Context: an optimization exercise on an open-source flow, tuned for small area and a short achievable clock period. The choices shown serve that exercise and are no tape-out recipe. Function was checked by simulation only, so behaviour that the tests miss may differ from the original. No activity file was given, so power comes from the tool's default toggle rates.

==> violet: inputs <==
==> flow/design.v <==
`timescale 1ns / 1ps
module ALU(
    input  logic [31:0] a,
    input  logic [31:0] b,
    input  logic        sub,         
    input  logic        sel_sum,
    input  logic        sel_slt,     
    input  logic        uns,         
    input  logic [31:0] other,
    output logic [31:0] sum,
    output logic        lt,          
    output logic        ltu,         
    output logic [31:0] y
    );
    logic [32:0] sum_x;              
    assign sum_x = {a, 1'b1} + {b ^ {32{sub}}, sub};
    assign sum   = sum_x[32:1];
    assign ltu = (a[31] ^ b[31]) ? b[31] : sum[31];
    assign lt  = (a[31] ^ b[31]) ? a[31] : sum[31];
    assign y = sel_sum ? sum : sel_slt ? {31'd0, uns ? ltu : lt} : other;
endmodule
`timescale 1ns / 1ps
module Register_File(
    input  logic [32*31-1:0] r,      
    input  logic [31:1]      v,
    input  logic [4:0]       a,
    output logic [31:0]      q
    );
    always_comb begin
        q = 32'd0;
        for (int i = 1; i < 32; i++)
            q = q | ({32{(a == 5'(i)) & v[i]}} & r[32*(i-1) +: 32]);
    end
endmodule
`timescale 1ns / 1ps
module RISCV_Processor(
    input  logic        reset,
    input  logic        clk,
    input  logic [31:0] Instruction,
    output logic [31:0] PC_out,
    output logic [31:0] ALU_Output
    );
    logic [31:0] I;
    assign I = Instruction;
    logic b2, b3, b4, b5, b6;
    assign {b6, b5, b4, b3, b2} = I[6:2];
    logic [2:0] f3;
    assign f3 = I[14:12];
    logic is_lui, is_auipc, is_jal, is_jalr, is_br, is_ld, is_st, is_imm, is_op;
    assign is_jal   = b3;
    assign is_jalr  = b6 & b2 & ~b3;
    assign is_br    = b6 & ~b2;
    assign is_ld    = ~b6 & ~b4 & ~b5;
    assign is_st    = ~b6 & ~b4 & b5;
    assign is_lui   = ~b6 & b4 & b5 & b2;
    assign is_auipc = ~b6 & b4 & ~b5 & b2;
    assign is_imm   = ~b6 & b4 & ~b5 & ~b2;
    assign is_op    = ~b6 & b4 & b5 & ~b2;
    logic arith;                      
    assign arith = ~b6 & b4 & ~b2;
    logic [31:0] imm_is;              
    assign imm_is = {{21{I[31]}}, I[30:25], is_st ? I[11:7] : I[24:20]};
    logic [31:0] imm_pc;              
    always_comb begin
        if (b6 & ~b2)      imm_pc = {{20{I[31]}}, I[7], I[30:25], I[11:8], 1'b0};      
        else if (b6)       imm_pc = {{12{I[31]}}, I[19:12], I[20], I[30:21], 1'b0};    
        else               imm_pc = {I[31:12], 12'd0};                                 
    end
    logic [31:0] R [1:31];
    logic [31:1] rv;                  
    logic [31:0] rs1v, rs2v;
    logic [31:1] wen;
    logic [31:0] wd;
    logic        rwrite;
    assign rwrite = ~is_br & ~is_st;
    logic [32*31-1:0] Rf;             
    always_comb begin
        for (int i = 1; i < 32; i++) begin
            Rf[32*(i-1) +: 32] = R[i];
            wen[i] = (I[11:7] == 5'(i)) & rwrite;
        end
    end
    Register_File RA (.r(Rf), .v(rv), .a(I[19:15]), .q(rs1v));
    Register_File RB (.r(Rf), .v(rv), .a(I[24:20]), .q(rs2v));
    always_ff @(posedge clk or posedge reset) begin
        if (reset) rv <= '0;
        else       rv <= rv | wen;
    end
    always_ff @(posedge clk) begin
        for (int i = 1; i < 32; i++)
            if (wen[i]) R[i] <= wd;
    end
    logic [31:0] opb;
    assign opb = (is_op | is_br) ? rs2v : imm_is;
    logic sub;
    assign sub = is_br | (arith & ((f3 == 3'b010) | (f3 == 3'b011) | (is_op & I[30] & (f3 == 3'b000))));
    logic [32:0] sum;
    logic ltu, lt, eq;
    logic [31:0] alu, alu_o;
    logic        sel_sum;
    assign sel_sum = ~arith | (f3 == 3'b000);
    logic sel_slt;
    assign sel_slt = arith & (f3[2:1] == 2'b01);
    ALU AL (.a(rs1v), .b(opb), .sub(sub), .sel_sum(sel_sum), .sel_slt(sel_slt), .uns(f3[0]),
            .other(alu_o), .sum(sum[31:0]), .lt(lt), .ltu(ltu), .y(alu));
    assign sum[32] = 1'b0;
    logic [31:0] x_xor;
    assign x_xor = rs1v ^ opb;
    assign eq = ~|x_xor;
    logic [4:0] shamt;
    assign shamt = opb[4:0];
    logic [31:0] sh_in, sr_r, sll_r;
    logic        sh_left;
    assign sh_left = ~f3[2];
    always_comb begin
        for (int k = 0; k < 32; k++) begin
            sh_in[k] = sh_left ? rs1v[31 - k] : rs1v[k];
            sll_r[k] = sr_r[31 - k];
        end
    end
    assign sr_r = 32'($signed({~sh_left & I[30] & rs1v[31], sh_in}) >>> shamt);
    always_comb begin
        case (f3)
            3'b001: alu_o = sll_r;
            3'b100: alu_o = x_xor;
            3'b101: alu_o = sr_r;
            3'b110: alu_o = rs1v | opb;
            default: alu_o = rs1v & opb;
        endcase
    end
    assign ALU_Output = alu;
    logic [31:1] pc;
    assign PC_out = {pc, 1'b0};
    logic [31:0] pc4, pcimm;
    assign pc4   = PC_out + 32'd4;
    assign pcimm = PC_out + imm_pc;
    logic taken;
    assign taken = (f3[2] ? (f3[1] ? ltu : lt) : eq) ^ f3[0];
    logic [31:1] npc;
    always_comb begin
        if (is_jalr)                      npc = sum[31:1];
        else if (is_jal | (is_br & taken)) npc = pcimm[31:1];
        else                              npc = pc4[31:1];
    end
    always_ff @(posedge clk or posedge reset) begin
        if (reset) pc <= '0;
        else       pc <= npc;
    end
    logic [7:0] M [0:15];
    logic [15:0] mv;
    logic [3:0] a;
    assign a = sum[3:0];
    logic [31:0] wrot;
    always_comb begin
        case (a[1:0])
            2'd0: wrot = rs2v;
            2'd1: wrot = {rs2v[23:0], rs2v[31:24]};
            2'd2: wrot = {rs2v[15:0], rs2v[31:16]};
            default: wrot = {rs2v[7:0], rs2v[31:8]};
        endcase
    end
    logic [15:0] mwen;
    always_comb begin
        for (int j = 0; j < 16; j++) begin
            logic [3:0] d;
            d = 4'(j) - a;
            mwen[j] = is_st & ((d == 4'd0) | ((d == 4'd1) & (f3[1] | f3[0])) | ((d[3:1] == 3'd1) & f3[1]));
        end
    end
    always_ff @(posedge clk or posedge reset) begin
        if (reset) mv <= '0;
        else       mv <= mv | mwen;
    end
    always_ff @(posedge clk) begin
        for (int j = 0; j < 16; j++)
            if (mwen[j]) M[j] <= wrot[8*(j%4) +: 8];
    end
    logic [8:0] E [0:15];
    logic [8:0] bw [0:3];
    logic [8:0] lb [0:3];
    always_comb begin
        for (int j = 0; j < 16; j++) E[j] = {mv[j], M[j]};
        for (int b = 0; b < 4; b++) begin
            logic [1:0] w;
            w = a[3:2] + {1'b0, (2'(b) < a[1:0])};
            case (w)
                2'd0: bw[b] = E[b];
                2'd1: bw[b] = E[4 + b];
                2'd2: bw[b] = E[8 + b];
                default: bw[b] = E[12 + b];
            endcase
        end
        for (int k = 0; k < 4; k++) begin
            case (a[1:0])
                2'd0: lb[k] = bw[k];
                2'd1: lb[k] = bw[(k + 1) % 4];
                2'd2: lb[k] = bw[(k + 2) % 4];
                default: lb[k] = bw[(k + 3) % 4];
            endcase
        end
    end
    logic [7:0] by0, by1, by2, by3;
    assign by0 = lb[0][7:0] & {8{lb[0][8]}};
    assign by1 = lb[1][7:0] & {8{lb[1][8]}};
    assign by2 = lb[2][7:0] & {8{lb[2][8]}};
    assign by3 = lb[3][7:0] & {8{lb[3][8]}};
    logic lsign;
    assign lsign = ~f3[2] & (f3[0] ? by1[7] : by0[7]);
    logic [31:0] ldata;
    assign ldata = {f3[1] ? {by3, by2} : {16{lsign}},
                    (f3[1] | f3[0]) ? by1 : {8{lsign}},
                    by0};
    always_comb begin
        if (is_ld)                  wd = ldata;
        else if (is_lui)            wd = imm_pc;
        else if (is_auipc)          wd = pcimm;
        else if (is_jal | is_jalr)  wd = pc4;
        else                        wd = alu;
    end
endmodule
==> flow/flow/run.sh <==
#!/bin/bash
# Layout flow: the standard ORFS flow (standard.sh) with these changes.
#  1. Synthesis is synth_recipe.tcl unchanged except for its ABC technology-mapping
#     call. The modules ALU (adder and output select) and Register_File (one read
#     port) are kept apart until that call, which maps ALU with ORFS's speed script
#     (flow/speed.abc), Register_File with a delay-relaxed area script
#     (flow/relaxed.abc) and the rest with an area script (flow/area.abc).
#     synth_recipe.tcl then flattens the design as usual. Registers are mapped
#     before ABC runs and all sit in the top module, so they are the standard
#     synthesis's.
#  2. Clock tree synthesis uses clkbuf_8 buffers, clusters of at most 16 sinks
#     within 60 um, and inserts no dummy loads.
#  3. Ports are buffered with buf_1 cells; timing repair resizes them where needed.
# Each tool's full output goes to the ORFS logs under orfs/logs/, and make's own
# output to flow_make.log, in the folder this runs in.
set -euo pipefail
W=$(pwd)

{
  cat <<'TCL'
proc abc {args} {
  set i [lsearch -exact $args -script]
  set j [expr {$i + 1}]
  set done [list]
  foreach {m sc} $::env(OWN_ABC_MAP) {
    yosys abc {*}[lreplace $args $j $j $sc] $m
    lappend done $m
  }
  foreach m [split [string trim [tee -q -s result.string select -list-mod *]] "\n"] {
    if {[lsearch -exact $done $m] < 0} {
      yosys abc {*}[lreplace $args $j $j $::env(OWN_ABC_SCRIPT)] $m
    }
  }
}
TCL
  cat "$W/synth_recipe.tcl"
} > "$W/own_synth.tcl"
export OWN_ABC_SCRIPT="$W/flow/area.abc"
export OWN_ABC_MAP="ALU $W/flow/speed.abc Register_File $W/flow/relaxed.abc"

sed -e "s#SYNTH_SCRIPT=[^ ]*#SYNTH_SCRIPT=$W/own_synth.tcl#" "$W/standard.sh" > "$W/own_standard.sh"
grep -q "SYNTH_SCRIPT=$W/own_synth.tcl" "$W/own_standard.sh"

bash "$W/own_standard.sh" \
  "SYNTH_KEEP_MODULES=ALU Register_File" \
  "CTS_ARGS=-sink_clustering_enable -repair_clock_nets -buf_list sky130_fd_sc_hd__clkbuf_8 -dont_use_dummy_load -sink_clustering_size 16 -sink_clustering_max_diameter 60" \
  "BUFFER_PORTS_ARGS=-buffer_cell sky130_fd_sc_hd__buf_1" \
  finish > "$W/flow_make.log" 2>&1
test -s "$W/out/final.def"
==> flow/flow/area.abc <==
strash
&get -n
&dch -f
&nf
&put
strash
&get -n
&dch -f
&nf
&put
strash
&get -n
&dch -f
&nf
&put
buffer -c
upsize -c
dnsize -c
==> flow/flow/relaxed.abc <==
strash
&get -n
&dch -f
&nf -R 30
&put
strash
&get -n
&dch -f
&nf -R 30
&put
strash
&get -n
&dch -f
&nf -R 30
&put
buffer -c
upsize -c
dnsize -c
==> flow/flow/speed.abc <==
&get -n
&st
&dch
&nf
&st
&syn2
&if -g -K 6
&synch2
&nf
&st
&syn2
&if -g -K 6
&synch2
&nf
&st
&syn2
&if -g -K 6
&synch2
&nf
&st
&syn2
&if -g -K 6
&synch2
&nf
&st
&syn2
&if -g -K 6
&synch2
&nf
&put
buffer -c
topo
stime -c
upsize -c
dnsize -c
==> flow/standard.sh <==
#!/bin/bash
# synth_recipe.tcl (not shown) runs the flow's synth.tcl, then flattens the netlist and writes it again
# the make line also repeats each setting of config.mk as NAME=value (left out here)
make -C /OpenROAD-flow-scripts/flow DESIGN_CONFIG=/design/flow/config.mk WORK_HOME=/design/flow/orfs CLKGATE_MAP_FILE= SYNTH_SCRIPT=/design/flow/synth_recipe.tcl "${@:-finish}"
==> flow/config.mk <==
export PLATFORM = sky130hd
export DESIGN_NAME = RISCV_Processor
export DESIGN_NICKNAME = RISCV_Processor
export VERILOG_FILES = /design/flow/design.v
export SDC_FILE = /design/flow/constraint.sdc
export NUM_CORES = 8
export LEC_CHECK = 0
export CAP_MARGIN = 20
export CORE_MARGIN = 2
export CORE_UTILIZATION = 40
export SETUP_SLACK_MARGIN = 5
export SLEW_MARGIN = 20
export TNS_END_PERCENT = 0
==> flow/constraint.sdc <==
create_clock -name core_clock -period 13.0 [get_ports {clk}]
set_input_delay 2.6000 -clock core_clock [delete_from_list [all_inputs] [get_ports {clk}]]
set_output_delay 2.6000 -clock core_clock [all_outputs]
set_load 0.01 [all_outputs]
==> yarrow: changes against violet <==
--- a/flow/flow/run.sh
+++ b/flow/flow/run.sh
@@ -9,6 +9,6 @@
 #     before ABC runs and all sit in the top module, so they are the standard
 #     synthesis's.
-#  2. Clock tree synthesis uses clkbuf_8 buffers, clusters of at most 16 sinks
-#     within 60 um, and inserts no dummy loads.
+#  2. Clock tree synthesis uses clkbuf_8 buffers, clusters of at most 12 sinks
+#     within 50 um, and inserts no dummy loads.
 #  3. Ports are buffered with buf_1 cells; timing repair resizes them where needed.
 # Each tool's full output goes to the ORFS logs under orfs/logs/, and make's own
@@ -44,5 +44,5 @@
 bash "$W/own_standard.sh" \
   "SYNTH_KEEP_MODULES=ALU Register_File" \
-  "CTS_ARGS=-sink_clustering_enable -repair_clock_nets -buf_list sky130_fd_sc_hd__clkbuf_8 -dont_use_dummy_load -sink_clustering_size 16 -sink_clustering_max_diameter 60" \
+  "CTS_ARGS=-sink_clustering_enable -repair_clock_nets -buf_list sky130_fd_sc_hd__clkbuf_8 -dont_use_dummy_load -sink_clustering_size 12 -sink_clustering_max_diameter 50" \
   "BUFFER_PORTS_ARGS=-buffer_cell sky130_fd_sc_hd__buf_1" \
   finish > "$W/flow_make.log" 2>&1
--- a/flow/config.mk
+++ b/flow/config.mk
@@ -8,5 +8,6 @@
 export CAP_MARGIN = 20
 export CORE_MARGIN = 2
-export CORE_UTILIZATION = 40
+export CORE_UTILIZATION = 55
+export PLACE_DENSITY = 0.7
 export SETUP_SLACK_MARGIN = 5
 export SLEW_MARGIN = 20
==> onyx: changes against violet <==
--- a/flow/design.v
+++ b/flow/design.v
@@ -4,11 +4,11 @@
     input  logic [31:0] b,
     input  logic        sub,         
-    input  logic        sel_sum,
-    input  logic        sel_slt,     
-    input  logic        uns,         
-    input  logic [31:0] other,
+    input  logic        arith,       
+    input  logic [2:0]  f3,
+    input  logic        i30,         
     output logic [31:0] sum,
     output logic        lt,          
     output logic        ltu,         
+    output logic        eq,          
     output logic [31:0] y
     );
@@ -18,17 +18,57 @@
     assign ltu = (a[31] ^ b[31]) ? b[31] : sum[31];
     assign lt  = (a[31] ^ b[31]) ? a[31] : sum[31];
-    assign y = sel_sum ? sum : sel_slt ? {31'd0, uns ? ltu : lt} : other;
+    logic [31:0] x_xor;
+    assign x_xor = a ^ b;
+    assign eq = ~|x_xor;
+    logic [31:0] sh_in, sr_r, sll_r;
+    logic        sh_left;
+    assign sh_left = ~f3[2];
+    always_comb begin
+        for (int k = 0; k < 32; k++) begin
+            sh_in[k] = sh_left ? a[31 - k] : a[k];
+            sll_r[k] = sr_r[31 - k];
+        end
+    end
+    assign sr_r = 32'($signed({~sh_left & i30 & a[31], sh_in}) >>> b[4:0]);
+    always_comb begin
+        if (~arith) y = sum;
+        else case (f3)
+            3'b000: y = sum;
+            3'b001: y = sll_r;
+            3'b010: y = {31'd0, lt};
+            3'b011: y = {31'd0, ltu};
+            3'b100: y = x_xor;
+            3'b101: y = sr_r;
+            3'b110: y = a | b;
+            default: y = a & b;
+        endcase
+    end
 endmodule
 `timescale 1ns / 1ps
 module Register_File(
     input  logic [32*31-1:0] r,      
-    input  logic [31:1]      v,
-    input  logic [4:0]       a,
+    input  logic [31:1]      sel,
     output logic [31:0]      q
     );
-    always_comb begin
-        q = 32'd0;
-        for (int i = 1; i < 32; i++)
-            q = q | ({32{(a == 5'(i)) & v[i]}} & r[32*(i-1) +: 32]);
+    logic [31:0] t [0:31];
+    always_comb begin
+        t[0] = 32'd0;
+        for (int i = 1; i < 32; i++) t[i] = {32{sel[i]}} & r[32*(i-1) +: 32];
+        for (int w = 16; w >= 1; w = w / 2)
+            for (int i = 0; i < w; i++) t[i] = t[2*i] | t[2*i + 1];
+    end
+    assign q = t[0];
+endmodule
+module RF_Decode(
+    input  logic [31:1] v,
+    input  logic [4:0]  a,
+    output logic [31:1] sel
+    );
+    logic [3:0] lo;
+    logic [7:0] hi;
+    always_comb begin
+        for (int k = 0; k < 4; k++) lo[k] = (a[1:0] == 2'(k));
+        for (int k = 0; k < 8; k++) hi[k] = (a[4:2] == 3'(k));
+        for (int i = 1; i < 32; i++) sel[i] = lo[i % 4] & hi[i / 4] & v[i];
     end
 endmodule
@@ -81,6 +121,9 @@
         end
     end
-    Register_File RA (.r(Rf), .v(rv), .a(I[19:15]), .q(rs1v));
-    Register_File RB (.r(Rf), .v(rv), .a(I[24:20]), .q(rs2v));
+    logic [31:1] selA, selB;
+    RF_Decode DA (.v(rv), .a(I[19:15]), .sel(selA));
+    RF_Decode DB (.v(rv), .a(I[24:20]), .sel(selB));
+    Register_File RA (.r(Rf), .sel(selA), .q(rs1v));
+    Register_File RB (.r(Rf), .sel(selB), .q(rs2v));
     always_ff @(posedge clk or posedge reset) begin
         if (reset) rv <= '0;
@@ -95,38 +138,8 @@
     logic sub;
     assign sub = is_br | (arith & ((f3 == 3'b010) | (f3 == 3'b011) | (is_op & I[30] & (f3 == 3'b000))));
-    logic [32:0] sum;
-    logic ltu, lt, eq;
-    logic [31:0] alu, alu_o;
-    logic        sel_sum;
-    assign sel_sum = ~arith | (f3 == 3'b000);
-    logic sel_slt;
-    assign sel_slt = arith & (f3[2:1] == 2'b01);
-    ALU AL (.a(rs1v), .b(opb), .sub(sub), .sel_sum(sel_sum), .sel_slt(sel_slt), .uns(f3[0]),
-            .other(alu_o), .sum(sum[31:0]), .lt(lt), .ltu(ltu), .y(alu));
-    assign sum[32] = 1'b0;
-    logic [31:0] x_xor;
-    assign x_xor = rs1v ^ opb;
-    assign eq = ~|x_xor;
-    logic [4:0] shamt;
-    assign shamt = opb[4:0];
-    logic [31:0] sh_in, sr_r, sll_r;
-    logic        sh_left;
-    assign sh_left = ~f3[2];
-    always_comb begin
-        for (int k = 0; k < 32; k++) begin
-            sh_in[k] = sh_left ? rs1v[31 - k] : rs1v[k];
-            sll_r[k] = sr_r[31 - k];
-        end
-    end
-    assign sr_r = 32'($signed({~sh_left & I[30] & rs1v[31], sh_in}) >>> shamt);
-    always_comb begin
-        case (f3)
-            3'b001: alu_o = sll_r;
-            3'b100: alu_o = x_xor;
-            3'b101: alu_o = sr_r;
-            3'b110: alu_o = rs1v | opb;
-            default: alu_o = rs1v & opb;
-        endcase
-    end
+    logic [31:0] sum, alu;
+    logic        ltu, lt, eq;
+    ALU AL (.a(rs1v), .b(opb), .sub(sub), .arith(arith), .f3(f3), .i30(I[30]),
+            .sum(sum), .lt(lt), .ltu(ltu), .eq(eq), .y(alu));
     assign ALU_Output = alu;
     logic [31:1] pc;
==> flow/flow/run.sh (replaced) <==
#!/bin/bash
# Layout flow: the standard ORFS flow (standard.sh) with these changes.
#  1. Synthesis is synth_recipe.tcl unchanged except for its ABC technology-mapping
#     call. The modules ALU, Register_File (one read port's AND-OR) and RF_Decode
#     (one read port's select decoder) are kept apart until that call, which maps
#     ALU with ORFS's area script (flow/map.abc), RF_Decode with ORFS's speed
#     script (flow/speed.abc), Register_File with a delay-relaxed area-recovering
#     script (flow/relaxed.abc) and the rest with an area-recovering script
#     (flow/area.abc). synth_recipe.tcl then flattens the design as usual.
#     Registers are mapped before ABC runs and all sit in the top module, so they
#     are the standard synthesis's.
#  2. Clock tree synthesis uses clkbuf_8 buffers, clusters of at most 12 sinks
#     within 50 um, and inserts no dummy loads.
#  3. Ports are buffered with buf_1 cells; timing repair resizes them where needed.
# Each tool's full output goes to the ORFS logs under orfs/logs/, and make's own
# output to flow_make.log, in the folder this runs in.
set -euo pipefail
W=$(pwd)

{
  cat <<'TCL'
proc abc {args} {
  set i [lsearch -exact $args -script]
  set j [expr {$i + 1}]
  set done [list]
  foreach {m sc} $::env(OWN_ABC_MAP) {
    yosys abc {*}[lreplace $args $j $j $sc] $m
    lappend done $m
  }
  foreach m [split [string trim [tee -q -s result.string select -list-mod *]] "\n"] {
    if {[lsearch -exact $done $m] < 0} {
      yosys abc {*}[lreplace $args $j $j $::env(OWN_ABC_SCRIPT)] $m
    }
  }
}
TCL
  cat "$W/synth_recipe.tcl"
} > "$W/own_synth.tcl"
export OWN_ABC_SCRIPT="$W/flow/area.abc"
export OWN_ABC_MAP="ALU $W/flow/map.abc RF_Decode $W/flow/speed.abc Register_File $W/flow/relaxed.abc"

sed -e "s#SYNTH_SCRIPT=[^ ]*#SYNTH_SCRIPT=$W/own_synth.tcl#" "$W/standard.sh" > "$W/own_standard.sh"
grep -q "SYNTH_SCRIPT=$W/own_synth.tcl" "$W/own_standard.sh"

bash "$W/own_standard.sh" \
  "SYNTH_KEEP_MODULES=ALU Register_File RF_Decode" \
  "CTS_ARGS=-sink_clustering_enable -repair_clock_nets -buf_list sky130_fd_sc_hd__clkbuf_8 -dont_use_dummy_load -sink_clustering_size 12 -sink_clustering_max_diameter 50" \
  "BUFFER_PORTS_ARGS=-buffer_cell sky130_fd_sc_hd__buf_1" \
  finish > "$W/flow_make.log" 2>&1
test -s "$W/out/final.def"
==> flow/flow/map.abc (new file) <==
strash
dch
map -B 0.9
topo
stime -c
buffer -c
upsize -c
dnsize -c
==> notes <==
Between onyx and yarrow, the lower sequential share of layout area is in onyx (gap 1.3 points). In onyx the clock skew is higher than in yarrow, by 0.036 ns. Worst hold slack: violet < onyx < yarrow. Flip-flop and latch count is the same in yarrow and violet. In violet the register-to-register slack is worse than in yarrow, by 0.03 ns. onyx completed and failed the layout checks on max-capacitance violations, max-slew violations. yarrow produced a clean layout. violet passed the timing, DRC and antenna checks. First-iteration DRC count: yarrow > violet > onyx. Against violet, the wire length of onyx is higher by about 6%. Sequential power is about the same in onyx and yarrow. Final cell count, lowest first: yarrow, violet, onyx. The lowest utilization belongs to violet, the highest to yarrow.

-- re-timing with driven ports --
No port has a modelled driver above. Below, the same layouts with a new extraction and two added sets of constraints. Step 1 (the two cells are an assumption about what drives the block):
set clk [get_ports {clk}]
set_driving_cell -lib_cell sky130_fd_sc_hd__clkbuf_16 $clk
set_driving_cell -lib_cell sky130_fd_sc_hd__buf_2 [delete_from_list [all_inputs] $clk]
Step 2, shift: input delay + t, output delay - t, t = (earliest + latest rising clock arrival at the registers) / 2. This alone moves slack from input paths to output paths. Three values: ideal ports, drivers, drivers and shift; two values: the first two.
run | t, ns | setup slack, ns | pins driven straight from the clock port
violet | 0.920 | 2.515 / 2.482 / 2.025 | 1
yarrow | 0.895 | 2.715 / 2.633 / 2.085 | 1
onyx | 0.943 | 3.201 / 3.150 / 2.519 | 1
The setup slack of onyx, which loses most, moves by -0.051 ns with the drivers and by -0.682 ns with both steps.
